Background: an optimization exercise with open tools, aiming at small area and a short achievable clock period. Do not read the settings as production practice.
Only simulation tests tie the RTL to the original design; equivalence was not proved.

File: run.sh
#!/bin/bash
# synth_recipe.tcl (not shown) runs the flow's synth.tcl, then flattens the netlist and writes it again
# the make line also repeats each setting of config.mk as NAME=value (left out here)
make -C /OpenROAD-flow-scripts/flow DESIGN_CONFIG=/design/flow/config.mk WORK_HOME=/design/flow/orfs CLKGATE_MAP_FILE= SYNTH_SCRIPT=/design/flow/synth_recipe.tcl finish
File: config.mk
export PLATFORM = sky130hd
export DESIGN_NAME = mymul
export DESIGN_NICKNAME = mymul
export VERILOG_FILES = /design/flow/design.v
export SDC_FILE = /design/flow/constraint.sdc
export NUM_CORES = 4
export LEC_CHECK = 0
export CAP_MARGIN = 20
export CORE_MARGIN = 2
export CORE_UTILIZATION = 40
export SLEW_MARGIN = 20
File: constraint.sdc
create_clock -name core_clock -period 10.0 [get_ports {clk}]
set_input_delay 2.0000 -clock core_clock [delete_from_list [all_inputs] [get_ports {clk}]]
set_output_delay 2.0000 -clock core_clock [all_outputs]
set_load 0.01 [all_outputs]
File: design.v
module mymul ( 
	       input wire 	  clk,
	       input wire 	  reset,
	       input wire [2:0]   address,
	       input wire 	  read,
	       output wire [31:0] readdata,
	       input wire 	  write, 
	       input wire [31:0]  writedata);
   reg [31:0] 			  hw_a;
   reg [31:0] 			  hw_b;
   reg [31:0] 			  hw_retvallo;
   reg [31:0] 			  hw_retvalhi;
   reg 				  hw_ctl;
   reg 				  hw_ctl_old;
   wire [63:0] 			  mulresult;
   wire 			  write_a;
   wire 			  write_b;
   wire 			  write_retval;
   wire 			  write_ctl;	
   wire 			  read_lower;
   wire 			  read_upper;
   always @(posedge clk or posedge reset)
     if (reset)
       begin
	  hw_a        <= 32'h0;
	  hw_b        <= 32'h0;
	  hw_retvallo <= 32'h0;
	  hw_retvalhi <= 32'h0;
	  hw_ctl      <= 1'h0;
	  hw_ctl_old  <= 1'h0;
       end
     else
       begin
	  hw_a        <= write_a      ? writedata[31:0]   : hw_a;
	  hw_b        <= write_b      ? writedata[31:0]   : hw_b;
	  hw_retvallo <= write_retval ? mulresult[31:0]   : hw_retvallo;
	  hw_retvalhi <= write_retval ? mulresult[63:32]  : hw_retvalhi;
   	  hw_ctl      <= write_ctl    ? writedata[0]      : hw_ctl;
	  hw_ctl_old  <= hw_ctl;
       end
   assign mulresult = hw_a * hw_b;
   assign write_a       = (write & (address == 3'h0));
   assign write_b       = (write & (address == 3'h1));
   assign write_ctl     = (write & (address == 3'h4));
   assign read_lower    = (read & (address  == 3'h2));
   assign read_upper    = (read & (address  == 3'h3));
   assign write_retval  = ((hw_ctl == 1'h1) & (hw_ctl ^ hw_ctl_old));
   assign readdata = read_lower ? hw_retvallo : 
                     read_upper ? hw_retvalhi : 32'h0;
endmodule					   
==> results by group <==
Finish
  – Fillers: roughly 9300
  – Area grow syn2layout: 6.62%
  – Nets@finish: approximately 5200
  – Fraction of layout cells with a size suffix above 1: 5.14%
  – Register Area: 3270 sq um
  – Multi-input gate area: 31000 sq um
  – Cell area after layout: between 40000 and 50000 sq um
  – Post-layout util: 43.1%

Floorplanning
  – Row count: about 110
  – Die ar.: between 90000 and 100000 sq um
  – I/O pins: 71
  – Core area: approximately 95000 sq um
  – Height of the chip: ~310 microns
  – Die W: roughly 310 microns
  – Starting Density: 40.4%

CTS
  – Total CTS buffers: 17
  – # Post-CTS Setup Buffers: 0
  – TritonCTS clock tree: yes
  – Clk sinks: 130
  – CTS root buffer: clkbuf_16
  – Clk latency of the worst-skew pair: ~0.5 ns
  – H-tree levels: 4
  – Max clock buf depth: 2
  – Post-CTS Resized: 0
  – Clock transition at the registers of the reported paths: 0.06 ns
  – Post-CTS Hold Buffers: 0

Global routing
  – First-pass GRT wire length: 176000 microns
  – Grt ovf: 0
  – Maximum number of pins on one net before global-route repair: roughly 130
  – Initial antenna violation count: 2
  – Vias in the first global route: 29625
  – Total global-route track usage: 23.7%

Yosys
  – Register area share after synthesis: between 8 and 9%
  – EDFF count, synth: 0
  – Syn Nets: 5281
  – Mapped Avg Cell Area: 9.41 sq um
  – Cell Area, Synth: 38400 sq um
  – Syn Inst Count: 4083
  – Yosys cell types: 70
  – Commonest register cell after synthesis: dfrtp_1
  – Synth area leader: fa_1
  – Yosys warns: 1
  – Area contributors post-synth: fa_1 47%, and2_1 9.8%, ha_1 8.6%
  – Most numerous cell in the Yosys netlist: fa_1
  – Seq cells post-synth: 130
  – Share of the synthesized area in the top cell type: 46.7%
  – Asr flop ratio synth: 100%
  – Post-synth top cells: 896 x fa_1, 863 x inv_1, 602 x and2_1

Detailed routing
  – Vias per cell: 5.17
  – Drt wl/cell: 21.0 microns
  – Via count: 27271
  – Routed wire length: 111000 microns
  – Iteration-0 DRC Markers: 1636
  – DR DRC count: 0
  – First drt pass iteration count: 5
  – Post-DRT Antenna Nets: 0

Worst hold path
  – Worst Hold Path Cells: 2
  – Hold crit path type: register to register

STA
  – Final Slew Violations: 0
  – Final setup fails: 0
  – Max Freq: 120 MHz
  – Fin crit period: roughly 8.3 ns
  – RSZ-0062 raised after global routing: no
  – Hold Vio Cnt, Final: 0
  – Setup_tns: 0 ns
  – Clock skew: around 0.013 ns
  – Fin worst setup slack: 1.70 ns
  – Crit share post-route: 83.0%
  – Rel. slew slack: 28.1%
  – Worst Max-Slew Pin Slew: 1.08 ns

Placement
  – Area after DPL: 40300 sq um
  – Hpwl dp: ~87000 microns
  – Dpl ws: roughly 1.7 ns
  – Routability cong.: 0.872
  – # port buffers: 70

Status
  – Run status: no timing/DRC/antenna violations

Critical path
  – Arrival @ worst endpoint: 8.67 ns
  – Crit path launch type: register
  – Critical Path RT: ~10 ns
  – CP endpoint kind: register
  – Critical path peak fanout: 19
  – Worst reg-to-reg path cell count: 23
  – Crit Path Class: register to register

Flow run
  – Max-Cap Viols: 0
==> worst max-delay path, stage by stage (launching register included) <==
cell and delay (ns):
dfrtp_1 0.89, buf_4 0.42, nand2_1 0.14, fa_1 0.58, inv_1 0.05, fa_1 0.50
inv_1 0.06, fa_1 0.54, inv_1 0.05, fa_1 0.39, fa_1 0.54, fa_1 0.43
fa_1 0.51, fa_1 0.41, ha_1 0.42, a21oi_1 0.28, o21ai_0 0.15, a32o_1 0.30
or4_4 0.56, o21ai_4 0.25, o31ai_4 0.15, a211oi_2 0.31, xor2_1 0.18, o21ai_1 0.07
==> logic make-up after synthesis <==
logic type,share of synthesized area [%]
buf+inv,10.8
simple gates,16.9
fa+ha+maj,55.2
compound gates,5.38
flops,8.47
xor+xnor,1.32
mux,1.90
==> placed cells by master (no fill, tap or decap), types with 8 or more instances in the layout <==
| cell type | count |
|---|---|
| nand4_1 | 13 |
| and3_1 | 12 |
| nor3_1 | 11 |
| a21o_1 | 43 |
| nand3_1 | 9 |
| ha_1 | 263 |
| clkdlybuf4s50_1 | 70 |
| and2_1 | 602 |
| o21a_1 | 8 |
| nor2_1 | 28 |
| buf_4 | 60 |
| xnor2_1 | 34 |
| a31oi_1 | 12 |
| o21ai_0 | 75 |
| mux2_2 | 65 |
| dfrtp_2 | 15 |
| xor2_1 | 24 |
| o31ai_1 | 9 |
| o21ai_1 | 8 |
| a22o_1 | 32 |
| fa_1 | 896 |
| a21oi_1 | 68 |
| inv_1 | 862 |
| dfrtp_1 | 115 |
| nand2_1 | 551 |
| clkbuf_16 | 17 |
==> layout make-up <==
class                           count  area share (%)
Timing Repair Buffer              132            2.94
Sequential cell                   130            7.99
Clock inverter                     14           0.431
Multi-Input combinational cell   2849            75.8
Clock buffer                       18            1.07
Antenna cell                        3          0.0183
Inverter                          863            7.92
Tap cell                         1265            3.86
==> flip-flops by register name, summed over array words and instances (netlist names) <==
register / count
hw_a: 32
hw_b: 32
hw_ctl: 1
hw_ctl_old: 1
hw_retvalhi: 32
hw_retvallo: 32
==> metrics by stage <==
step / std cells / hold WS (ns)
floorplan: 4083 / 0.384
CTS: 5269 / 0.471
global route: 5271 / 0.504
detailed placement: 5237 / 0.456
finish: 5274 / 0.468
global placement: 5237 / 0.450
==> final timing paths <==
check	end	startpoint	slack (ns)
setup / recovery	hw_retvalhi[26]	hw_a[7]	1.70
min in group asynchronous	hw_retvallo[5]	reset	1.98
setup reg to reg	hw_retvalhi[26]	hw_a[7]	1.70
hold / removal	hw_retvallo[0]	hw_retvallo[0]	0.47
max in group asynchronous	hw_b[20]	reset	6.58
hold reg to reg	hw_retvallo[0]	hw_retvallo[0]	0.47
==> per-layer routing <==
layer	GRT usage [%]	share of wire, %	vias to the layer above
met5	0	0	-
met4	9.29	4.0	0
met3	2.40	5.2	179
met2	40.8	50	823
met1	30.6	41	14408
li1	-	-	11861

-- port drivers added, routing unchanged --
How much do the figures lean on ideal ports? The routed layout below was timed once more, with nothing changed but the port constraints.
Step 1: set_driving_cell puts a clkbuf_16 on clk and a buf_2 on each other input, an assumption about the parent block.
Step 2 adds t to the input delays and takes it off the output delays; t is the mean of the earliest and latest rising clock arrival at the registers after step 1. Input paths then give back, and output paths get back, about the clock's delay inside the block.
Three values: ideal ports, drivers, drivers and shift; two values: the first two.
t, ns: 0.546
slack for setup (ns): 1.699 / 1.699 / 1.699
pins driven straight from the clock port: 1
After both steps this run still meets setup and hold. For this run, drivers alone change the setup slack by 0.000 ns; drivers and shift together by 0.000 ns.
